From an optimization exercise on the open Yosys and OpenROAD flow, aimed at small area and a short achievable clock period; shortcuts taken in it are not production practice.
The RTL was checked by simulation tests, not by an equivalence proof against the original design.

==> flow/design.v (outline; a module is shown in full before it is edited, if it fits) <==
// module MulCore: 2770 lines
// module Multiplier: 31 lines
module Multiplier(
  input         clock,
                reset,
                io_in_valid,
  input  [31:0] io_a,
                io_b,
  input  [1:0]  io_op,
  output [31:0] io_res,
  output        io_res_valid
);
  // ...
==> flow/flow/run.sh <==
#!/bin/bash
# Own layout flow: the standard flow (standard.sh), with one extra step
# between synthesis and floorplan: flow/polfix.py removes the needless
# inverters that Yosys's full-adder extraction leaves around full-adder cells
# (a full adder is self-dual, so each may be built in either polarity).
# Registers, ports and all other cells are kept as synthesis made them.
# Each tool's output goes to a log file of its own in the work folder.
set -euo pipefail
cd "$(dirname "$0")/.."
R=orfs/results/${FLOW_PLATFORM:-sky130hd}/Multiplier/base
# Port buffers: buf_4 instead of the delay cell buffer_ports picks by default
# (every port still gets its own buffer).
PORTBUF="BUFFER_PORTS_ARGS=-buffer_cell sky130_fd_sc_hd__buf_4"
bash standard.sh "$PORTBUF" synth > flow_synth.log 2>&1
cp "$R/1_2_yosys.v" 1_2_yosys.std.v
python3 flow/polfix.py 1_2_yosys.std.v 1_2_yosys.pol.v > flow_polfix.log 2>&1
cp 1_2_yosys.pol.v "$R/1_2_yosys.v"
rm -f "$R/1_synth.odb" "$R/1_synth.sdc"
bash standard.sh "$PORTBUF" finish > flow_finish.log 2>&1
==> flow/flow/polfix.py <==
#!/usr/bin/env python3
"""Remove needless inverters around full-adder cells in a Yosys netlist.

Yosys's extract_fa leaves many inverters between sky130 full-adder cells.  A
full adder is self-dual, fa(~a, ~b, ~c) = ~fa(a, b, c) on both outputs, so each
full adder may be built in either polarity.  This script resolves every net to
a (root signal, parity) pair through chains of inverters, picks a polarity for
each full adder that needs few inverters (local search), deletes the old
inverters and adds one inverter per root signal that some load needs inverted.
Registers, ports and all other cells keep their function and names.

usage: polfix.py IN.v OUT.v
"""
import re
import sys
import random

OUT_PINS = {'X', 'Y', 'Q', 'Q_N', 'SUM', 'COUT', 'HI', 'LO'}

src = open(sys.argv[1]).read()

mod_m = re.search(r'\bmodule\s+(\S+)\s*\((.*?)\);', src, re.S)
ports = set(p.strip() for p in mod_m.group(2).split(','))
port_bases = set(ports)

inst_re = re.compile(r'^(\s*)(sky130_fd_sc_hd__\w+)\s+(\\\S+\s|\S+)\s*\((.*?)\);\n', re.S | re.M)
pin_re = re.compile(r'\.(\w+)\(\s*(.*?)\s*\)(?=\s*[,)]|\s*$)', re.S)

cells = []  # dict(type, name, pins{pin: net}, span)
for m in inst_re.finditer(src):
    typ, name, body = m.group(2), m.group(3).strip(), m.group(4)
    pins = {}
    for pm in re.finditer(r'\.(\w+)\(([^()]*)\)', body):
        pins[pm.group(1)] = pm.group(2).strip()
    cells.append({'type': typ, 'name': name, 'pins': pins, 'span': m.span()})


def is_port_net(n):
    base = n.split('[')[0].strip()
    return base in port_bases


def is_inv(c):
    return re.match(r'sky130_fd_sc_hd__(inv|clkinv)_\d+$', c['type']) is not None


def is_fa(c):
    return re.match(r'sky130_fd_sc_hd__fa_\d+$', c['type']) is not None


driver = {}
loads = {}
for i, c in enumerate(cells):
    for p, n in c['pins'].items():
        if p in OUT_PINS:
            driver[n] = (i, p)
        else:
            loads.setdefault(n, []).append((i, p))

# inverters we may remove: output net is not a port, input is a real net
free = set()
for i, c in enumerate(cells):
    if is_inv(c):
        y = c['pins']['Y']
        a = c['pins']['A']
        if not is_port_net(y) and not a.startswith("1'") and a != 'clock':
            free.add(i)


def root(n):
    par = 0
    seen = 0
    while n in driver and driver[n][0] in free:
        n = cells[driver[n][0]]['pins']['A']
        par ^= 1
        seen += 1
        if seen > 1000:
            raise SystemExit('inverter loop')
    return n, par


# requirements: (cell index, pin) -> (root net, parity); only pins of kept cells
req = {}
for i, c in enumerate(cells):
    if i in free:
        continue
    for p, n in c['pins'].items():
        if p in OUT_PINS:
            continue
        req[(i, p)] = root(n)

fa_idx = [i for i, c in enumerate(cells) if is_fa(c) and i not in free]
x = {i: 0 for i in fa_idx}
root_fa = {}
for i in fa_idx:
    for p in ('SUM', 'COUT'):
        root_fa[cells[i]['pins'][p]] = i

by_root = {}
for (i, p), (r, par) in req.items():
    by_root.setdefault(r, []).append((i, p, par))


def phys(r):
    f = root_fa.get(r)
    return x[f] if f is not None else 0


def root_cost(r):
    ph = phys(r)
    for (i, p, par) in by_root.get(r, []):
        need = par ^ x.get(i, 0)
        if need != ph:
            return 1
    return 0


def fa_roots(i):
    rs = set()
    for p in ('SUM', 'COUT'):
        rs.add(cells[i]['pins'][p])
    for p in ('A', 'B', 'CIN'):
        rs.add(req[(i, p)][0])
    return rs


def total():
    return sum(root_cost(r) for r in by_root)


before = total()
orig_inv = len(free)
best = before
random.seed(1)
for sweep in range(50):
    improved = False
    order = list(fa_idx)
    random.shuffle(order)
    for i in order:
        rs = fa_roots(i)
        c0 = sum(root_cost(r) for r in rs)
        x[i] ^= 1
        c1 = sum(root_cost(r) for r in rs)
        if c1 < c0 or (c1 == c0 and random.random() < 0.1 and sweep < 40):
            if c1 < c0:
                improved = True
        else:
            x[i] ^= 1
    if not improved and sweep >= 40:
        break
after = total()
sys.stderr.write(f'inverters: {orig_inv} removable, {before} needed as is, {after} after flipping '
                 f'{sum(x.values())} of {len(fa_idx)} full adders\n')

def esc(n):
    return n + ' ' if n.startswith('\\') else n


# build the new netlist
new_inv = {}
k = 0
for r in sorted(by_root):
    if root_cost(r):
        k += 1
        new_inv[r] = f'_polinv{k}_'

conn = {}
for (i, p), (r, par) in req.items():
    need = par ^ x.get(i, 0)
    conn[(i, p)] = r if need == phys(r) else new_inv[r]

pieces = []
pos = 0
for i, c in enumerate(cells):
    s, e = c['span']
    pieces.append(src[pos:s])
    pos = e
    if i in free:
        continue
    text = src[s:e]
    if any((i, p) in conn for p in c['pins']):
        def fix(m, i=i):
            p = m.group(1)
            if (i, p) in conn:
                return f'.{p}({esc(conn[(i, p)])})'
            return m.group(0)
        text = re.sub(r'\.(\w+)\(([^()]*)\)', fix, text)
    pieces.append(text)
rest = src[pos:]
# declare the new nets and add the inverters before endmodule
add = []
for r, y in new_inv.items():
    add.append(f'  wire {y};\n')
for r, y in new_inv.items():
    add.append(f'  sky130_fd_sc_hd__inv_1 {y}inst (\n    .A({esc(r)}),\n    .Y({y})\n  );\n')
idx = rest.rfind('endmodule')
rest = rest[:idx] + ''.join(add) + rest[idx:]
open(sys.argv[2], 'w').write(''.join(pieces) + rest)
==> flow/standard.sh <==
#!/bin/bash
# synth_recipe.tcl (not shown) runs the flow's synth.tcl, then flattens the netlist and writes it again
# the make line also repeats each setting of config.mk as NAME=value (left out here)
make -C /OpenROAD-flow-scripts/flow DESIGN_CONFIG=/design/flow/config.mk WORK_HOME=/design/flow/orfs CLKGATE_MAP_FILE= SYNTH_SCRIPT=/design/flow/synth_recipe.tcl "${@:-finish}"
==> flow/config.mk <==
export PLATFORM = sky130hd
export DESIGN_NAME = Multiplier
export DESIGN_NICKNAME = Multiplier
export VERILOG_FILES = /design/flow/design.v
export SDC_FILE = /design/flow/constraint.sdc
export NUM_CORES = 4
export LEC_CHECK = 0
export ABC_AREA = 1
export CAP_MARGIN = 20
export CORE_MARGIN = 2
export CORE_UTILIZATION = 40
export SETUP_SLACK_MARGIN = 2.2
export SLEW_MARGIN = 20
==> flow/constraint.sdc <==
create_clock -name core_clock -period 5.6 [get_ports {clock}]
set_input_delay 1.1200 -clock core_clock [delete_from_list [all_inputs] [get_ports {clock}]]
set_output_delay 1.1200 -clock core_clock [all_outputs]
set_load 0.01 [all_outputs]
==> flow_summary.ini, run 1 <==
[setup_path]
cp_common_cell = fa_1
slowest_stage = fa_1
cp.required_ns = 6.08
cp_slowest_stage_delay_ns = 0.63
crit_cells = 9

[route]
drt_iter0_markers = 2326
drtPass1Iterations = 6
finalWirelength_mm = 109
antenna_left = 0
wl_met2_mm = 48.1
routed.top_layer = met5

[clock_network]
cts.hold.buffers_added = 0

[global_routing]
top_usage_layer = met2
use_met1 = 0.365
grt_pass1_vias = 24070

[floorplan]
start_util = 0.402
row_count = 104
ios = 102
die_x_um = 288

[layout]
multiInputGateArea_um2 = 24100
final_cell_mix = xnor2_1, o22ai_1, fa_1
clock_cell_area_share = 0.0412
multi_input_area_share = 0.641
largestRegisters = mulcore_inst.rh0: 32 flops, mulcore_inst.rh1: 32 flops, mulcore_inst.rlo: 32 flops
largest_cell_class = multi-input gates

[sta]
tightest_slew_ns = 0.751
drv_slew = 0
layout_setup_ws_ns = 2.07
fin_tns_setup_ns = 0
skew_ns = 0.0254

[placed_design]
dp_cells = 4290
dp_hpwl_mm = 81.1

[status]
outcome = no timing/DRC/antenna violations

[worst_hold_path]
hp-start = valid_1
==> inputs of run 2 (changes only) <==
--- a/flow/config.mk
+++ b/flow/config.mk
@@ -8,6 +8,7 @@
 export ABC_AREA = 1
 export CAP_MARGIN = 20
 export CORE_MARGIN = 2
-export CORE_UTILIZATION = 40
+export CORE_UTILIZATION = 50
+export PLACE_DENSITY = 0.75
 export SETUP_SLACK_MARGIN = 2.2
 export SLEW_MARGIN = 20
==> flow_summary.ini, run 2 <==
[status]
outcome = no timing/DRC/antenna violations

[placed_design]
placed_area_um2 = 33900
globalplace.congestion = 0.947
numPortBuffers = 101
dp_hpwl_mm = 75.9
post-place-ws_ns = 0.953

[synth]
synth_area_um2 = 32300
syn_inst = 3326
synth_nets = 3987
avgSynthCellArea_um2 = 9.70
ys_warn_count = 2

[global_routing]
grt_pass1_vias = 25239
grt_pass1_wl_mm = 154
gr-total-overflow = 0
grt_max_degree = 39
antenna_found_initial = 1
grtUsageTotal = 0.307

[route]
drtPass1Iterations = 9
viasPerCell = 6.06
wl_per_cell_um = 24.8
vias = 25607
antenna_left = 0
drt_iter0_markers = 3140
finalWirelength_mm = 105
drc = 0

[setup_path]
crit_cells = 18
path_max_fanout = 7
crit_start = mulcore_inst.q875
startpoint_type = flop
cp_common_cell = nand2_4
r2r_start = mulcore_inst.q875
r2r_slack_ns = 1.90
crit_type = flop to flop
cp.required_ns = 6.05
critPathTopFamily = adder cells
rr_worst_depth = 18
end_kind = flop
critPathArrivalTime_ns = 4.16
crit_chain = fa_1, fa_1, fa_1, ha_2, fa_2, nand3_2, nand2_4, nand2_4, nand2_4, nand2_4, nand2_8, buf_4, buf_6, buf_12, nand2_8, nand3_2, nand2_1, nand2_1
reg2reg_to = mulcore_inst.rh1[19]
slowest_stage = fa_1
cp_slowest_stage_delay_ns = 0.57
crit_path_end = mulcore_inst.rh1[19]
worst-path-buf-inv = 3

[clock_network]
clock-sinks = 386
cts_buffer_depth = 3
clk_latency_ns = 0.58
cts_max_level = 2
cts_made_buffers = 42
cts_tree = built
cts.hold.buffers_added = 0
clk_pin_slew_worst_paths_ns = 0.06
cts_root_buffer = clkbuf_16

[sta]
skew_ns = 0.0191
finalSetupViolations = 0
fmax_mhz = 270
layout_setup_ws_ns = 1.90
min_period_ns = 3.70
drv_slew = 0
tightest_slew_ns = 0.801
fin_tns_setup_ns = 0
period_share = 0.661
hold_viol = 0
rsz0062_at_grt = yes
relSlewSlack = 0.460

[floorplan]
die_h_um = 258
start_util = 0.503
ios = 102
die_x_um = 258
row_count = 93
dieArea_um2 = 66500
core-area_um2 = 64100

[layout]
mostFrequentLayoutCell = xnor2_1
largestRegisters = mulcore_inst.rh0: 32 flops, mulcore_inst.rh1: 32 flops, mulcore_inst.rlo: 32 flops
synthToLayoutAreaGrowth_pct = 14.7
final_area_um2 = 37000
nets = 4005
register_area_um2 = 7740
drive_gt1_frac = 0.176
final_cell_mix = xnor2_1, fa_1, o22ai_1
fill_cells = 5144
multiInputGateArea_um2 = 24000
finalCoreUtilization = 0.577

[worst_hold_path]
min_path_type = flop to flop

[run]
maxCapViolCount = 0
[run 2: worst min path at each step]
stage,slack [ns],endpoint,cells past startpoint,startpoint
after global placement,0.39,valid_2,2,valid_1
after detailed placement,0.40,valid_2,2,valid_1
after floorplan,0.38,mulcore_inst.rsl,1,mulcore_inst.hi1
after CTS,0.41,valid_2,2,valid_1
final,0.40,valid_2,2,valid_1
after global routing,0.46,valid_2,2,valid_1
[run 2: timing repair]
item	in CTS	in global routing
gates resized for setup	120	167
cloned	7	2
buffers inserted	30	34
endpoints found under the setup margin	209	156
pin swaps	23	62
[run 2: tightest hold or removal path, cell delays in order, from the launching register on]
cell	delay, ns
dfxtp_1	0.30
inv_1	0.04
nor2_1	0.03
[run 2: metrics by stage]
step                      cells  hold slack (ns)
final                      4228            0.405
after floorplan            3326            0.375
after global routing       4227            0.462
after global placement     4082            0.389
after detailed placement   4082            0.398
after CTS                  4191            0.407
[run 2: per-layer routing]
layer  part of all wire  GRT usage
met1               0.38      0.397
met2               0.43      0.457
met3               0.13      0.100
met4              0.067      0.167
met5                  0          0
[run 2: final cells by class]
type | count | area share
repair buffers | 206 | 0.0480
clock buffers | 56 | 0.0323
well taps | 855 | 0.0289
multi-input cells | 2449 | 0.648
inverters | 252 | 0.0276
diodes | 1 | 0.0000677
repair inverters | 7 | 0.00135
clock inverters | 16 | 0.00403
flip-flops and latches | 386 | 0.209
==> inputs of run 3 (changes only) <==
--- a/flow/config.mk
+++ b/flow/config.mk
@@ -8,7 +8,6 @@
 export ABC_AREA = 1
 export CAP_MARGIN = 20
 export CORE_MARGIN = 2
-export CORE_UTILIZATION = 50
-export PLACE_DENSITY = 0.75
-export SETUP_SLACK_MARGIN = 2.2
+export CORE_UTILIZATION = 40
+export SETUP_SLACK_MARGIN = 1.8
 export SLEW_MARGIN = 20
==> flow_summary.ini, run 3 <==
[floorplan]
start_util = 0.402
row_count = 104
dieArea_um2 = 82900
ios = 102
core-area_um2 = 80200
die_x_um = 288
die_h_um = 288

[worst_hold_path]
hp-start = valid_1
min_path_type = flop to flop

[layout]
drive_gt1_frac = 0.0946
largestRegisters = mulcore_inst.rh0: 32 flops, mulcore_inst.rh1: 32 flops, mulcore_inst.rlo: 32 flops
nets = 3973
mostFrequentLayoutCell = xnor2_1
final_cell_mix = xnor2_1, o22ai_1, fa_1
synthToLayoutAreaGrowth_pct = 10.3
antenna_cells = 0
finalCoreUtilization = 0.444

[synth]
ys_warn_count = 2
syn_inst = 3326
avgSynthCellArea_um2 = 9.70
synth_area_um2 = 32300
synth_nets = 3987

[sta]
skew_ns = 0.0253
tightest_slew_ns = 1.01
period_share = 0.684
relSlewSlack = 0.327
min_period_ns = 3.83
fmax_mhz = 261
rsz0062_at_grt = yes
fin_tns_setup_ns = 0
finalSetupViolations = 0
drv_slew = 0
hold_viol = 0

[status]
outcome = no timing/DRC/antenna violations

[placed_design]
globalplace.congestion = 0.910
numPortBuffers = 101
dp_hpwl_mm = 81.1

[setup_path]
cp.required_ns = 6.11
r2r_start = mulcore_inst.q918
end_kind = flop
crit_start = mulcore_inst.q918
crit_type = flop to flop
startpoint_type = flop
critPathArrivalTime_ns = 4.34
path_max_fanout = 15

[clock_network]
cts.hold.buffers_added = 0
cts_tree = built
cts_max_level = 2
clk_latency_ns = 0.59
cts_root_buffer = clkbuf_16
cts_made_buffers = 43
cts_buffer_depth = 3
clock-sinks = 386
clk_pin_slew_worst_paths_ns = 0.06

[route]
finalWirelength_mm = 107
drc = 0
antenna_left = 0
wl_per_cell_um = 24.3
drtPass1Iterations = 8
viasPerCell = 5.55
vias = 24452
drt_iter0_markers = 2628

[global_routing]
antenna_found_initial = 0
gr-total-overflow = 0
grt_max_degree = 39
grtUsageTotal = 0.256
grt_pass1_wl_mm = 157
grt_pass1_vias = 23946

[run]
maxCapViolCount = 0
## run 3: cell type report
| type | instances | area, µm² |
|---|---|---|
| clock buffers | 59 | 1270 |
| clock inverters | 16 | 199 |
| fillers | 7776 | 44600 |
| inverters | 252 | 993 |
| multi-input cells | 2448 | 22600 |
| flip-flops and latches | 386 | 7730 |
| well taps | 1060 | 1330 |
| repair buffers | 170 | 1360 |
| repair inverters | 11 | 77.6 |
## run 3: path summary, 6_finish.rpt
kind | end | slack, ns | cells past startpoint
worst max-delay path | mulcore_inst.rh1[17] | 1.77 | 15
worst min-delay path | valid_2 | 0.41 | 2
worst max register to register | mulcore_inst.rh1[17] | 1.77 | 15
worst min register to register | valid_2 | 0.41 | 2
## run 3: routing by layer
layer | global-route usage | vias up | share of wire
met5 | 0 | - | 0
met2 | 0.383 | 1273 | 0.43
met4 | 0.0968 | 0 | 0.041
met1 | 0.362 | 12001 | 0.42
li1 | - | 10978 | -
met3 | 0.0545 | 200 | 0.10
## run 3: through the flow
step / area, µm² / std cells / setup slack (ns) / hold WS [ns]
floorplan: 32300 / 3326 / 1.81 / 0.375
global placement: 33500 / 4289 / 0.819 / 0.389
detailed placement: 33600 / 4290 / 0.883 / 0.402
CTS: 35300 / 4382 / 1.72 / 0.412
global route: 35600 / 4402 / 1.60 / 0.451
finish: 35600 / 4402 / 1.77 / 0.406
## run 3: critical path, cell delays in order (launching register included)
cell and delay, ns:
dfxtp_1 0.34, fa_1 0.51, fa_1 0.52, fa_1 0.57, ha_2 0.34, nand2_2 0.12, inv_1 0.06, a21oi_2 0.17
nand2_4 0.11, nand2_4 0.12, nand2_8 0.11, fa_1 0.38, inv_1 0.07, xnor2_1 0.14, a21oi_1 0.06, a21oi_1 0.12
## run 3: repair_timing
item	in CTS	in global routing
setup endpoints to repair	65	82
buffers inserted	12	14
hold endpoints to repair	0	0
gates cloned	5	6
resized for setup	30	42
pin swaps	2	9
==> inputs of run 4 (changes only) <==
--- a/flow/config.mk
+++ b/flow/config.mk
@@ -5,9 +5,8 @@
 export SDC_FILE = /design/flow/constraint.sdc
 export NUM_CORES = 4
 export LEC_CHECK = 0
-export ABC_AREA = 1
 export CAP_MARGIN = 20
 export CORE_MARGIN = 2
 export CORE_UTILIZATION = 40
-export SETUP_SLACK_MARGIN = 1.8
+export SETUP_SLACK_MARGIN = 2.0
 export SLEW_MARGIN = 20
==> flow_summary.ini, run 4 <==
[status]
outcome = no timing/DRC/antenna violations

[global_routing]
grtUsageTotal = 0.287
grt_max_degree = 50
antenna_found_initial = 7
grt_pass1_wl_mm = 201
gr-total-overflow = 0
grt_pass1_vias = 28715

[setup_path]
startpoint_type = flop
cp.required_ns = 6.08
cp_common_cell = fa_1
end_kind = flop
critPathArrivalTime_ns = 4.35
crit_type = flop to flop
crit_chain = fa_1, fa_1, fa_1, ha_4, a21o_1, o21bai_4, a221oi_4, nand2_2, fa_2, xor2_1, buf_4
cp_slowest_stage_delay_ns = 0.55
path_max_fanout = 3
slowest_stage = fa_1

[floorplan]
row_count = 111
die_h_um = 307
core-area_um2 = 91200
ios = 102
start_util = 0.402
die_x_um = 307
dieArea_um2 = 94000

[sta]
tightest_slew_ns = 1.06
fin_tns_setup_ns = 0
fmax_mhz = 259
finalSetupViolations = 0
relSlewSlack = 0.287
whs_ns = 0.418
drv_slew = 0
skew_ns = 0.0311
min_period_ns = 3.87
hold_viol = 0
period_share = 0.691
rsz0062_at_grt = yes

[route]
wl_per_cell_um = 27.1
vias = 30749
drt_iter0_markers = 3722
antenna_left = 0
drc = 0
finalWirelength_mm = 139
viasPerCell = 6.01
drtPass1Iterations = 6

[clock_network]
cts_made_buffers = 46
clk_pin_slew_worst_paths_ns = 0.06
clock-sinks = 386
cts_root_buffer = clkbuf_16
cts.hold.buffers_added = 0
clk_latency_ns = 0.61
cts_buffer_depth = 3
cts_tree = built
cts_max_level = 2

[worst_hold_path]
min_path_type = flop to flop

[layout]
register_area_um2 = 7740
drive_gt1_frac = 0.182
nets = 4551
fill_cells = 8407
final_cell_mix = fa_1, nor2_1, dfxtp_1
synthToLayoutAreaGrowth_pct = 16.1
final_area_um2 = 42500
mostFrequentLayoutCell = fa_1
largestRegisters = mulcore_inst.rh0: 32 flops, mulcore_inst.rh1: 32 flops, mulcore_inst.rlo: 32 flops
multiInputGateArea_um2 = 28200
finalCoreUtilization = 0.466

[placed_design]
dp_hpwl_mm = 99.8
numPortBuffers = 101
globalplace.congestion = 0.930
placed_area_um2 = 38700

[synth]
ys_warn_count = 2
avgSynthCellArea_um2 = 9.16
synth_area_um2 = 36600
synth_nets = 4660
syn_inst = 3999

[run]
maxCapViolCount = 0
-- run 4: metal layers --
layer / global-route usage / share of wire / vias up
met5: 0 / 0.00045 / -
met4: 0.143 / 0.057 / 8
met3: 0.0677 / 0.11 / 280
met2: 0.416 / 0.42 / 1829
met1: 0.401 / 0.41 / 15302
li1: - / - / 13330
-- run 4: repair_timing --
action	CTS	global route
gates resized for setup	198	151
setup buffers	41	37
cloned	0	3
endpoints found under the setup margin	177	93
pin swaps	92	95
-- run 4: through the flow --
step	cells	setup slack, ns
2_1_floorplan	3999	1.92
3_3_place_gp	4947	0.931
3_5_place_dp	4947	0.868
4_1_cts	5070	1.74
5_1_grt	5113	1.64
6_report	5114	1.73
-- run 4: worst paths after layout --
| kind | endpoint | slack [ns] | from | cells after the start |
|---|---|---|---|---|
| hold reg to reg | mulcore_inst.rsl | 0.42 | mulcore_inst.hi1 | 1 |
| setup / recovery | mulcore_inst.rlo[17] | 1.73 | mulcore_inst.q749 | 11 |
| setup reg to reg | mulcore_inst.rlo[17] | 1.73 | mulcore_inst.q749 | 11 |
| hold / removal | mulcore_inst.rsl | 0.42 | mulcore_inst.hi1 | 1 |
-- run 4: final cells by class --
cell class,instances,area share
flip-flops and latches,386,0.182
well taps,1186,0.0349
clock inverters,24,0.00768
diodes,4,0.000235
clock buffers,58,0.0305
inverters,280,0.0248
repair buffers,291,0.0561
multi-input cells,2885,0.664
-- run 4: critical path: cells and delay by family, from the launching register on --
kind / cells / cell delay [ns]
XOR/XNOR: 1 / 0.15
adder cells (fa/ha/maj): 5 / 2.21
AND/OR/NAND/NOR: 1 / 0.19
buffers and inverters: 1 / 0.18
AO/OA/AOI/OAI: 3 / 0.68
flip-flops: 1 / 0.32
==> inputs of run 5 (changes only) <==
--- a/flow/config.mk
+++ b/flow/config.mk
@@ -5,6 +5,7 @@
 export SDC_FILE = /design/flow/constraint.sdc
 export NUM_CORES = 4
 export LEC_CHECK = 0
+export ABC_AREA = 1
 export CAP_MARGIN = 20
 export CORE_MARGIN = 2
 export CORE_UTILIZATION = 40
==> flow_summary.ini, run 5 <==
[status]
outcome = no timing/DRC/antenna violations

[layout]
drive_gt1_frac = 0.117
synthToLayoutAreaGrowth_pct = 11.5
nets = 3999
final_cell_mix = xnor2_1, o22ai_1, fa_1
largestRegisters = mulcore_inst.rh0: 32 flops, mulcore_inst.rh1: 32 flops, mulcore_inst.rlo: 32 flops
final_area_um2 = 36000
mostFrequentLayoutCell = xnor2_1
fill_cells = 7734

[floorplan]
row_count = 104
core-area_um2 = 80200
die_x_um = 288
ios = 102
dieArea_um2 = 82900
start_util = 0.402
die_h_um = 288

[sta]
tightest_slew_ns = 0.937
period_share = 0.638
skew_ns = 0.0181
drv_slew = 0
relSlewSlack = 0.374
fmax_mhz = 280
hold_viol = 0
rsz0062_at_grt = yes
min_period_ns = 3.57
fin_tns_setup_ns = 0
finalSetupViolations = 0

[clock_network]
clk_latency_ns = 0.59
cts_max_level = 2
cts_made_buffers = 43
clock-sinks = 386
cts_tree = built
cts_root_buffer = clkbuf_16
cts_buffer_depth = 3
cts.hold.buffers_added = 0
clk_pin_slew_worst_paths_ns = 0.07

[synth]
ys_warn_count = 2
synth_area_um2 = 32300
synth_nets = 3987
syn_inst = 3326
avgSynthCellArea_um2 = 9.70

[setup_path]
critPathArrivalTime_ns = 4.08
worst-path-buf-inv = 2
end_kind = flop
slowest_stage = fa_2
crit_chain = fa_1, fa_2, fa_2, ha_4, nand2_1, inv_1, a21oi_2, nand2_4, nand2_4, nand2_8, fa_2, inv_2, xnor2_2, a21oi_1, a21oi_1
crit_start = mulcore_inst.q917
cp.required_ns = 6.11
path_max_fanout = 4
crit_type = flop to flop
cp_common_cell = fa_2
startpoint_type = flop
rr_worst_depth = 15
cp_slowest_stage_delay_ns = 0.60
reg2reg_to = mulcore_inst.rh1[17]
r2r_start = mulcore_inst.q917
critPathTopFamily = adder cells
crit_path_end = mulcore_inst.rh1[17]
crit_cells = 15
r2r_slack_ns = 2.03

[placed_design]
dp_hpwl_mm = 80.8
placed_area_um2 = 33600
globalplace.congestion = 0.916
numPortBuffers = 101

[route]
antenna_left = 0
wl_per_cell_um = 24.0
viasPerCell = 5.52
drc = 0
drtPass1Iterations = 5
vias = 24470
finalWirelength_mm = 106
drt_iter0_markers = 2512

[run]
maxCapViolCount = 0

[global_routing]
grt_pass1_wl_mm = 155
antenna_found_initial = 1
grtUsageTotal = 0.253
grt_max_degree = 39
gr-total-overflow = 0
grt_pass1_vias = 24007

[worst_hold_path]
min_path_type = flop to flop
[run 5: timing repair]
item                                   CTS  global route
endpoints found under the hold margin    0             0
resized for setup                       39            91
pin swaps                               10            26
cloned                                   4            11
setup buffers                           17            24
setup endpoints to repair              116           138
[run 5: cell type report]
cell class,instances,area (µm²),share of cell area
flip-flops and latches,386,7730,0.215
clock buffers,60,1240,0.0345
well taps,1060,1330,0.0369
diodes,1,2.50,0.0000696
clock inverters,18,223,0.00619
repair buffers,192,1530,0.0424
inverters,252,993,0.0276
repair inverters,14,85.1,0.00237
multi-input cells,2449,22800,0.635
[run 5: tightest hold or removal path: stages (launching register included)]
cell and delay [ns]:
dfxtp_1 0.30, inv_1 0.04, nor2_1 0.03
[run 5: per-stage QoR]
| step | utilization | hold slack (ns) | setup slack (ns) | cells |
|---|---|---|---|---|
| 2_1_floorplan | - | 0.375 | 1.97 | 3326 |
| 3_3_place_gp | 0.419 | 0.390 | 1.13 | 4296 |
| 3_5_place_dp | 0.420 | 0.397 | 1.12 | 4297 |
| 4_1_cts | 0.442 | 0.405 | 1.87 | 4396 |
| 5_1_grt | 0.449 | 0.446 | 1.88 | 4431 |
| 6_report | 0.449 | 0.404 | 2.03 | 4432 |
[run 5: metal layers]
| layer | global-route usage | vias up | share of wire |
|---|---|---|---|
| met5 | 0 | - | 0 |
| met4 | 0.0890 | 0 | 0.042 |
| met3 | 0.0609 | 231 | 0.10 |
| met2 | 0.388 | 1196 | 0.44 |
| met1 | 0.347 | 12001 | 0.42 |
| li1 | - | 11042 | - |
[run 5: how the worst min path moves through the flow]
stage | startpoint | endpoint | slack (ns) | cells after the start
after floorplan | mulcore_inst.hi1 | mulcore_inst.rsl | 0.38 | 1
after global placement | valid_1 | valid_2 | 0.39 | 2
after detailed placement | valid_1 | valid_2 | 0.40 | 2
after CTS | valid_1 | valid_2 | 0.41 | 2
after global routing | mulcore_inst.hi1 | mulcore_inst.rsl | 0.45 | 1
final | valid_1 | valid_2 | 0.40 | 2
==> inputs of run 6 (changes only) <==
--- a/flow/config.mk
+++ b/flow/config.mk
@@ -6,8 +6,8 @@
 export NUM_CORES = 4
 export LEC_CHECK = 0
 export ABC_AREA = 1
-export CAP_MARGIN = 20
+export CAP_MARGIN = 5
 export CORE_MARGIN = 2
 export CORE_UTILIZATION = 40
 export SETUP_SLACK_MARGIN = 2.0
-export SLEW_MARGIN = 20
+export SLEW_MARGIN = 5
==> flow_summary.ini, run 6 <==
[sta]
hold_viol = 0
fin_tns_setup_ns = 0
min_period_ns = 3.67
relSlewSlack = 0.371
rsz0062_at_grt = yes
period_share = 0.656
drv_slew = 0
fmax_mhz = 272
finalSetupViolations = 0
skew_ns = 0.0208
layout_setup_ws_ns = 1.93
tightest_slew_ns = 0.942

[synth]
ys_warn_count = 2
synth_area_um2 = 32300
avgSynthCellArea_um2 = 9.70
syn_inst = 3326
synth_nets = 3987

[layout]
nets = 4002
largestRegisters = mulcore_inst.rh0: 32 flops, mulcore_inst.rh1: 32 flops, mulcore_inst.rlo: 32 flops
synthToLayoutAreaGrowth_pct = 11.4
mostFrequentLayoutCell = xnor2_1
finalCoreUtilization = 0.448
fill_cells = 7735
final_cell_mix = xnor2_1, o22ai_1, fa_1
instances_no_fill = 4438
drive_gt1_frac = 0.119

[clock_network]
cts.hold.buffers_added = 0
clock-sinks = 386
cts_tree = built
cts_root_buffer = clkbuf_16
cts_buffer_depth = 3
clk_pin_slew_worst_paths_ns = 0.06
cts_made_buffers = 45
cts_max_level = 2
clk_latency_ns = 0.59

[setup_path]
crit_type = flop to flop
crit_start = mulcore_inst.q918
path_max_fanout = 4
end_kind = flop
r2r_start = mulcore_inst.q918
startpoint_type = flop
critPathArrivalTime_ns = 4.19
cp.required_ns = 6.12

[run]
maxCapViolCount = 0

[global_routing]
grtUsageTotal = 0.253
gr-total-overflow = 0
antenna_found_initial = 2
grt_max_degree = 39
grt_pass1_wl_mm = 155
grt_pass1_vias = 24056

[route]
drtPass1Iterations = 5
drc = 0
viasPerCell = 5.52
vias = 24484
finalWirelength_mm = 106
wl_per_cell_um = 24.0
antenna_left = 0
drt_iter0_markers = 2480

[floorplan]
ios = 102
die_h_um = 288
start_util = 0.402
core-area_um2 = 80200
die_x_um = 288
row_count = 104
dieArea_um2 = 82900

[placed_design]
post-place-ws_ns = 1.10
dp_hpwl_mm = 80.8
numPortBuffers = 101
globalplace.congestion = 0.916
dp_cells = 4296

[worst_hold_path]
min_path_type = flop to flop
hp-start = valid_1

[status]
outcome = no timing/DRC/antenna violations
==> run 6: changes by cell type in the layout (fill, tap and decap cells not counted), moves of 4 or more <==
cell / previous run / this run
clkinvlp_4: 22 / 26
ha_4: 9 / 5
nand2_1: 421 / 416
nand2_2: 18 / 24
fa_2: 19 / 14
fa_1: 457 / 462
==> run 6: final timing paths <==
check	end	slack [ns]	cells after the start
worst max-delay path	mulcore_inst.rh1[17]	1.93	15
worst min-delay path	valid_2	0.40	2
worst max register to register	mulcore_inst.rh1[17]	1.93	15
worst min register to register	valid_2	0.40	2
==> run 6: repair_timing <==
item	4_1_cts	5_1_grt
cloned	6	8
buffers inserted	23	21
pin swaps	10	13
setup endpoints to repair	119	149
gates resized for setup	35	92
==> run 6: cell type report <==
cell class	instances	area, µm²	share of cell area
Multi-Input combinational cell	2448	22800	0.634
Sequential cell	386	7730	0.215
Timing Repair Buffer	194	1520	0.0424
Tap cell	1060	1330	0.0369
Clock buffer	57	1220	0.0340
Inverter	252	995	0.0277
Clock inverter	25	260	0.00724
Timing Repair inverter	14	87.6	0.00244
Antenna cell	2	5.00	0.000139
==> run 6: through the flow <==
| stage | hold slack [ns] | area (µm²) |
|---|---|---|
| after CTS | 0.405 | 35400 |
| after floorplan | 0.375 | 32300 |
| after global placement | 0.390 | 33600 |
| final | 0.404 | 35900 |
| after detailed placement | 0.397 | 33600 |
| after global routing | 0.448 | 35900 |
==> run 6: layer usage <==
layer	vias up	GRT usage	wire length (µm)	part of all wire
met1	11918	0.348	44600	0.42
li1	11047	-	-	-
met5	-	0.00756	86	0.00081
met2	1261	0.384	46200	0.43
met3	256	0.0600	10400	0.098
met4	2	0.102	5080	0.048
==> run 6: worst max-delay path, stage by stage (launching register included) <==
cell and delay [ns]:
dfxtp_1 0.32, fa_1 0.59, fa_2 0.45, fa_2 0.65
ha_4 0.24, nand2_1 0.13, inv_1 0.07, a21oi_2 0.17
nand2_4 0.09, nand2_4 0.10, nand2_8 0.06, fa_2 0.35
inv_2 0.08, xnor2_2 0.12, a21oi_1 0.06, a21oi_1 0.13
==> inputs of run 7 (changes only) <==
--- a/flow/config.mk
+++ b/flow/config.mk
@@ -6,8 +6,8 @@
 export NUM_CORES = 4
 export LEC_CHECK = 0
 export ABC_AREA = 1
-export CAP_MARGIN = 5
+export CAP_MARGIN = 20
 export CORE_MARGIN = 2
 export CORE_UTILIZATION = 40
-export SETUP_SLACK_MARGIN = 2.0
-export SLEW_MARGIN = 5
+export SETUP_SLACK_MARGIN = 2.1
+export SLEW_MARGIN = 20
==> flow_summary.ini, run 7 <==
[sta]
layout_setup_ws_ns = 1.91
hold_viol = 0
period_share = 0.660
fmax_mhz = 271
tightest_slew_ns = 1.04
rsz0062_at_grt = yes
min_period_ns = 3.69
fin_tns_setup_ns = 0
relSlewSlack = 0.303
drv_slew = 0
skew_ns = 0.0180
finalSetupViolations = 0

[placed_design]
dp_hpwl_mm = 81.9
placed_area_um2 = 34000
post-place-ws_ns = 1.21
dp_cells = 4307
globalplace.congestion = 0.888
numPortBuffers = 101

[route]
vias = 24591
wl_per_cell_um = 24.1
finalWirelength_mm = 107
drt_iter0_markers = 2305
viasPerCell = 5.53
drc = 0
antenna_left = 0
drtPass1Iterations = 6

[layout]
finalCoreUtilization = 0.458
largestRegisters = mulcore_inst.rh0: 32 flops, mulcore_inst.rh1: 32 flops, mulcore_inst.rlo: 32 flops
synthToLayoutAreaGrowth_pct = 13.7
nets = 4015
mostFrequentLayoutCell = xnor2_1
fill_cells = 7635
final_area_um2 = 36700
final_cell_mix = xnor2_1, o22ai_1, fa_1
drive_gt1_frac = 0.145
instances_no_fill = 4450

[global_routing]
gr-total-overflow = 0
antenna_found_initial = 1
grtUsageTotal = 0.258
grt_pass1_vias = 24693
grt_max_degree = 39
grt_pass1_wl_mm = 158

[floorplan]
row_count = 104
start_util = 0.402
die_h_um = 288
ios = 102
core-area_um2 = 80200
dieArea_um2 = 82900
die_x_um = 288

[setup_path]
path_max_fanout = 3
rr_worst_depth = 15
crit_path_end = mulcore_inst.rh1[17]
critPathArrivalTime_ns = 4.18
reg2reg_to = mulcore_inst.rh1[17]
crit_start = mulcore_inst.q905
r2r_slack_ns = 1.91
cp.required_ns = 6.08
startpoint_type = flop
end_kind = flop
crit_type = flop to flop
r2r_start = mulcore_inst.q905

[clock_network]
cts_root_buffer = clkbuf_16
cts_tree = built
clock-sinks = 386
clk_latency_ns = 0.60
cts.hold.buffers_added = 0
cts_buffer_depth = 3
cts_made_buffers = 45
cts_max_level = 2
clk_pin_slew_worst_paths_ns = 0.06

[worst_hold_path]
min_path_type = flop to flop

[synth]
avgSynthCellArea_um2 = 9.70
synth_area_um2 = 32300
ys_warn_count = 2
syn_inst = 3326
synth_nets = 3987

[run]
maxCapViolCount = 0

[status]
outcome = no timing/DRC/antenna violations
[run 7: cell type report]
class,instances,area [µm²],area share
clock buffer,60,1270,0.0347
timing repair inverter,7,45.0,0.00123
inverter,252,993,0.0271
multi-input combinational,2449,23300,0.635
timing repair buffer,213,1730,0.0471
tap,1060,1330,0.0362
sequential,386,7730,0.211
antenna,1,2.50,0.0000682
clock inverter,22,307,0.00836
[run 7: worst min-delay path by stage]
| stage | from | end | slack, ns | cells past startpoint |
|---|---|---|---|---|
| 6_report | valid_1 | valid_2 | 0.40 | 2 |
| 5_1_grt | valid_1 | valid_2 | 0.43 | 2 |
| 4_1_cts | valid_1 | valid_2 | 0.41 | 2 |
| 3_5_place_dp | valid_1 | valid_2 | 0.40 | 2 |
| 3_3_place_gp | valid_1 | valid_2 | 0.39 | 2 |
| 2_1_floorplan | mulcore_inst.hi1 | mulcore_inst.rsl | 0.38 | 1 |
[run 7: layer usage]
| layer | share of wire | GRT usage | up-vias |
|---|---|---|---|
| met1 | 0.42 | 0.353 | 12121 |
| li1 | - | - | 11074 |
| met2 | 0.44 | 0.397 | 1173 |
| met5 | 0 | 0 | - |
| met3 | 0.093 | 0.0625 | 223 |
| met4 | 0.042 | 0.0938 | 0 |
[run 7: timing repair]
action                     CTS  global route
setup endpoints to repair  142           131
resized for setup           63            98
gates cloned                 5             3
pin swaps                   17            33
buffers inserted            23            29
[run 7: worst max-delay path: stages, from the launching register on]
cell	delay, ns
dfxtp_1	0.38
fa_1	0.48
fa_1	0.52
fa_1	0.63
ha_4	0.24
nand2_1	0.07
nand2_1	0.11
a21oi_2	0.21
nand2_4	0.11
nand2_8	0.11
nand2_8	0.07
fa_2	0.36
inv_2	0.07
xnor2_2	0.07
a21oi_2	0.12
a21oi_2	0.04
[run 7: metrics by stage]
step	hold slack [ns]
detailed placement	0.399
finish	0.402
global route	0.429
floorplan	0.375
global placement	0.390
CTS	0.406
==> inputs of run 8 (changes only) <==
--- a/flow/config.mk
+++ b/flow/config.mk
@@ -9,5 +9,5 @@
 export CAP_MARGIN = 20
 export CORE_MARGIN = 2
 export CORE_UTILIZATION = 40
-export SETUP_SLACK_MARGIN = 2.1
+export SETUP_SLACK_MARGIN = 1.9
 export SLEW_MARGIN = 20
==> flow_summary.ini, run 8 <==
[sta]
rsz0062_at_grt = yes
fin_tns_setup_ns = 0
period_share = 0.668
hold_viol = 0
fmax_mhz = 267
finalSetupViolations = 0
drv_slew = 0
relSlewSlack = 0.293
min_period_ns = 3.74
skew_ns = 0.0229
tightest_slew_ns = 1.06

[global_routing]
grt_pass1_vias = 24270
gr-total-overflow = 0
grt_max_degree = 39
antenna_found_initial = 2
grt_pass1_wl_mm = 156
grtUsageTotal = 0.254

[setup_path]
rr_worst_depth = 16
end_kind = flop
startpoint_type = flop
r2r_start = mulcore_inst.q875
critPathArrivalTime_ns = 4.25
crit_type = flop to flop
path_max_fanout = 7
reg2reg_to = mulcore_inst.rh1[17]
cp.required_ns = 6.11
r2r_slack_ns = 1.86

[route]
drtPass1Iterations = 6
finalWirelength_mm = 106
antenna_left = 0
drc = 0
wl_per_cell_um = 24.1
vias = 24325
viasPerCell = 5.51
drt_iter0_markers = 2474

[worst_hold_path]
hp-start = valid_1
whs_endpoint = valid_2
min_path_type = flop to flop
min_path_cells = 2

[clock_network]
clk_pin_slew_worst_paths_ns = 0.06
cts_root_buffer = clkbuf_16
clock-sinks = 386
clk_latency_ns = 0.59
cts.hold.buffers_added = 0
cts_max_level = 2
cts_buffer_depth = 3
cts_made_buffers = 45
cts_tree = built

[synth]
avgSynthCellArea_um2 = 9.70
synth_area_um2 = 32300
ys_warn_count = 2
syn_inst = 3326
synth_nets = 3987

[status]
outcome = no timing/DRC/antenna violations

[placed_design]
dp_hpwl_mm = 81.3
numPortBuffers = 101
globalplace.congestion = 0.894

[layout]
largestRegisters = mulcore_inst.rh0: 32 flops, mulcore_inst.rh1: 32 flops, mulcore_inst.rlo: 32 flops
final_cell_mix = xnor2_1, o22ai_1, fa_1
mostFrequentLayoutCell = xnor2_1
nets = 3984
drive_gt1_frac = 0.103
synthToLayoutAreaGrowth_pct = 10.6

[floorplan]
die_h_um = 288
die_x_um = 288
dieArea_um2 = 82900
row_count = 104
start_util = 0.402
core-area_um2 = 80200
ios = 102

[run]
maxCapViolCount = 0
## run 8: cell type report
type | count | area [µm²]
Antenna cell | 2 | 5.00
Clock buffer | 65 | 1290
Clock inverter | 15 | 198
Fill cell | 7701 | 44500
Inverter | 252 | 980
Multi-Input combinational cell | 2449 | 22700
Sequential cell | 386 | 7730
Tap cell | 1060 | 1330
Timing Repair Buffer | 182 | 1410
Timing Repair inverter | 7 | 50.0
## run 8: worst max-delay path, stage by stage, from the launching register on
cell	delay, ns
dfxtp_1	0.32
fa_1	0.57
fa_1	0.44
fa_1	0.51
ha_2	0.20
fa_2	0.36
nand3_1	0.10
nand2_2	0.09
nand2_2	0.09
nand2_4	0.10
nand2_8	0.12
nand2_8	0.06
fa_2	0.34
inv_2	0.07
xnor2_2	0.12
a21oi_1	0.06
a21oi_1	0.12
## run 8: stage by stage
step	area, µm²	hold WS, ns	cells	worst slack [ns]	utilization
after floorplan	32300	0.375	3326	1.89	-
after global placement	33600	0.389	4295	1.10	0.419
after detailed placement	33600	0.398	4295	1.07	0.419
after CTS	35300	0.406	4391	1.79	0.440
after global routing	35700	0.438	4416	1.73	0.445
final	35700	0.404	4418	1.86	0.445
## run 8: worst max path at each step
stage | from | end | slack, ns
after floorplan | mulcore_inst.q876 | mulcore_inst.rh1[17] | 1.89
after global placement | io_a[23] | mulcore_inst.q943 | 1.10
after detailed placement | io_a[23] | mulcore_inst.q943 | 1.07
after CTS | mulcore_inst.q874 | mulcore_inst.rh1[17] | 1.79
after global routing | mulcore_inst.q875 | mulcore_inst.rh1[17] | 1.73
final | mulcore_inst.q875 | mulcore_inst.rh1[17] | 1.86
## run 8: layer usage
metal / global-route usage / vias up / wire, µm
li1: - / 11014 / -
met4: 0.105 / 0 / 5080
met5: 0 / - / 0
met1: 0.345 / 11810 / 44300
met3: 0.0713 / 235 / 11300
met2: 0.381 / 1266 / 45900
## run 8: what timing repair did
action	4_1_cts	5_1_grt
setup buffers	12	21
pin swaps	6	11
cloned	4	4
setup endpoints to repair	73	130
resized for setup	29	66
==> inputs of run 9 (changes only) <==
--- a/flow/config.mk
+++ b/flow/config.mk
@@ -9,5 +9,6 @@
 export CAP_MARGIN = 20
 export CORE_MARGIN = 2
 export CORE_UTILIZATION = 40
-export SETUP_SLACK_MARGIN = 1.9
+export CTS_BUF_LIST = sky130_fd_sc_hd__clkbuf_4 sky130_fd_sc_hd__clkbuf_8
+export SETUP_SLACK_MARGIN = 2.0
 export SLEW_MARGIN = 20
==> flow_summary.ini, run 9 <==
[global_routing]
gr-total-overflow = 0
antenna_found_initial = 2
grt_max_degree = 39
grt_pass1_vias = 24181
grt_pass1_wl_mm = 155
grtUsageTotal = 0.253

[sta]
hold_viol = 0
rsz0062_at_grt = yes
layout_setup_ws_ns = 2.02
relSlewSlack = 0.387
period_share = 0.639
tightest_slew_ns = 0.917
whs_ns = 0.404
drv_slew = 0
finalSetupViolations = 0
fmax_mhz = 279
skew_ns = 0.0415
fin_tns_setup_ns = 0
min_period_ns = 3.58

[floorplan]
dieArea_um2 = 82900
die_x_um = 288
core-area_um2 = 80200
die_h_um = 288
start_util = 0.402
ios = 102
row_count = 104

[route]
finalWirelength_mm = 106
drt_iter0_markers = 2548
antenna_left = 0
drc = 0
drtPass1Iterations = 6
wl_per_cell_um = 23.8
viasPerCell = 5.50
vias = 24594

[setup_path]
cp_common_cell = fa_1
crit_type = flop to flop
end_kind = flop
startpoint_type = flop
crit_cells = 15
critPathTopFamily = adder cells
crit_chain = fa_1, fa_1, fa_1, ha_1, nand2_1, nor2_4, nand2_2, nand2_4, nand2_4, nand2_8, fa_2, inv_2, xnor2_2, a21oi_1, a21oi_1
worst-path-buf-inv = 1
r2r_slack_ns = 2.02
rr_worst_depth = 15
critPathArrivalTime_ns = 4.14
slowest_stage = fa_1
cp_slowest_stage_delay_ns = 0.64
path_max_fanout = 3
cp.required_ns = 6.16

[layout]
fill_cells = 7704
finalCoreUtilization = 0.450
largestRegisters = mulcore_inst.rh0: 32 flops, mulcore_inst.rh1: 32 flops, mulcore_inst.rlo: 32 flops
nets = 4022
mostFrequentLayoutCell = xnor2_1
register_area_um2 = 7730
final_cell_mix = xnor2_1, o22ai_1, fa_1
multiInputGateArea_um2 = 22900
drive_gt1_frac = 0.134
synthToLayoutAreaGrowth_pct = 11.8

[run]
maxCapViolCount = 0

[status]
outcome = no timing/DRC/antenna violations

[clock_network]
cts_max_level = 3
clk_latency_ns = 0.66
cts_buffer_depth = 3
clk_pin_slew_worst_paths_ns = 0.06
cts_tree = built
cts_root_buffer = clkbuf_8
clock-sinks = 386
cts_made_buffers = 69

[placed_design]
dp_hpwl_mm = 80.8
numPortBuffers = 101
post-place-ws_ns = 1.12
globalplace.congestion = 0.916

[synth]
ys_warn_count = 2
synth_nets = 3987
synth_area_um2 = 32300
syn_inst = 3326
avgSynthCellArea_um2 = 9.70

[worst_hold_path]
min_path_type = flop to flop
min_path_cells = 2
-- run 9: worst paths after layout --
path,startpoint,to
setup / recovery,mulcore_inst.q900,mulcore_inst.rh1[17]
hold / removal,valid_1,valid_2
setup reg to reg,mulcore_inst.q900,mulcore_inst.rh1[17]
hold reg to reg,valid_1,valid_2
-- run 9: cell type report --
cell class | instances | share of cell area
multi-input combinational | 2449 | 0.636
inverter | 252 | 0.0275
antenna | 2 | 0.000139
tap | 1060 | 0.0368
clock inverter | 22 | 0.00642
clock buffer | 95 | 0.0345
sequential | 386 | 0.214
timing repair buffer | 191 | 0.0416
timing repair inverter | 12 | 0.00208
-- run 9: worst register-to-register path: stages, from the launching register on --
cell     delay, ns
dfxtp_1       0.32
fa_1          0.50
fa_1          0.52
fa_1          0.64
ha_1          0.30
nand2_1       0.14
nor2_4        0.07
nand2_2       0.08
nand2_4       0.07
nand2_4       0.10
nand2_8       0.07
fa_2          0.34
inv_2         0.07
xnor2_2       0.12
a21oi_1       0.06
a21oi_1       0.13
-- run 9: per-stage QoR --
step                      area (µm²)  cells
after floorplan                32300   3326
after global placement         33600   4296
after detailed placement       33600   4297
after CTS                      35400   4435
after global routing           36000   4468
final                          36100   4469
-- run 9: routing by layer --
layer,global-route usage,vias up,share of wire,wire length [µm]
met5,0,-,0,0
li1,-,11096,-,-
met3,0.0570,224,0.098,10400
met2,0.384,1176,0.44,46400
met4,0.105,0,0.044,4660
met1,0.350,12098,0.42,44900
-- run 9: timing repair --
item / 4_1_cts / 5_1_grt
gates resized for setup: 35 / 108
endpoints found under the setup margin: 85 / 158
setup buffers: 17 / 23
cloned: 4 / 9
pin swaps: 11 / 34
hold buffers: 0 / 0

## static timing again, ports no longer ideal
No port has a modelled driver above. Below, the same layouts with a new extraction and two added sets of constraints. Step 1 assumes that a clkbuf_16 drives the clock port and a buf_2 every other input. Step 2, shift: input delay + t, output delay - t, t = (earliest + latest rising clock arrival at the registers) / 2. This alone moves slack from input paths to output paths. Slacks: ideal ports / drivers / drivers and shift; pairs: ideal ports / drivers.
run	shift t [ns]	setup slack, ns	worst setup path after step 2	latest minus earliest clock arrival (ns)	worst register clock-pin slew, ns
run 1	0.643	2.066 / 2.066 / 1.601	input to register	0.032 / 0.032	0.07 / 0.07
run 2	0.627	1.897 / 1.897 / 1.581	input to register	0.021 / 0.021	0.07 / 0.07
run 3	0.643	1.770 / 1.770 / 1.205	input to register	0.031 / 0.031	0.07 / 0.07
run 4	0.659	1.733 / 1.733 / 1.353	input to register	0.032 / 0.032	0.07 / 0.07
run 5	0.637	2.028 / 2.028 / 1.413	input to register	0.021 / 0.021	0.07 / 0.07
run 6	0.653	1.928 / 1.928 / 1.346	input to register	0.021 / 0.021	0.07 / 0.07
run 7	0.652	1.905 / 1.905 / 1.580	input to register	0.020 / 0.020	0.06 / 0.06
run 8	0.637	1.859 / 1.859 / 1.279	input to register	0.035 / 0.035	0.07 / 0.07
run 9	0.694	2.021 / 2.021 / 1.381	input to register	0.045 / 0.045	0.07 / 0.07
After both steps setup and hold are still met in every run listed. The setup slack of run 9, which loses most, moves by 0.000 ns with the drivers and by -0.640 ns with both steps.
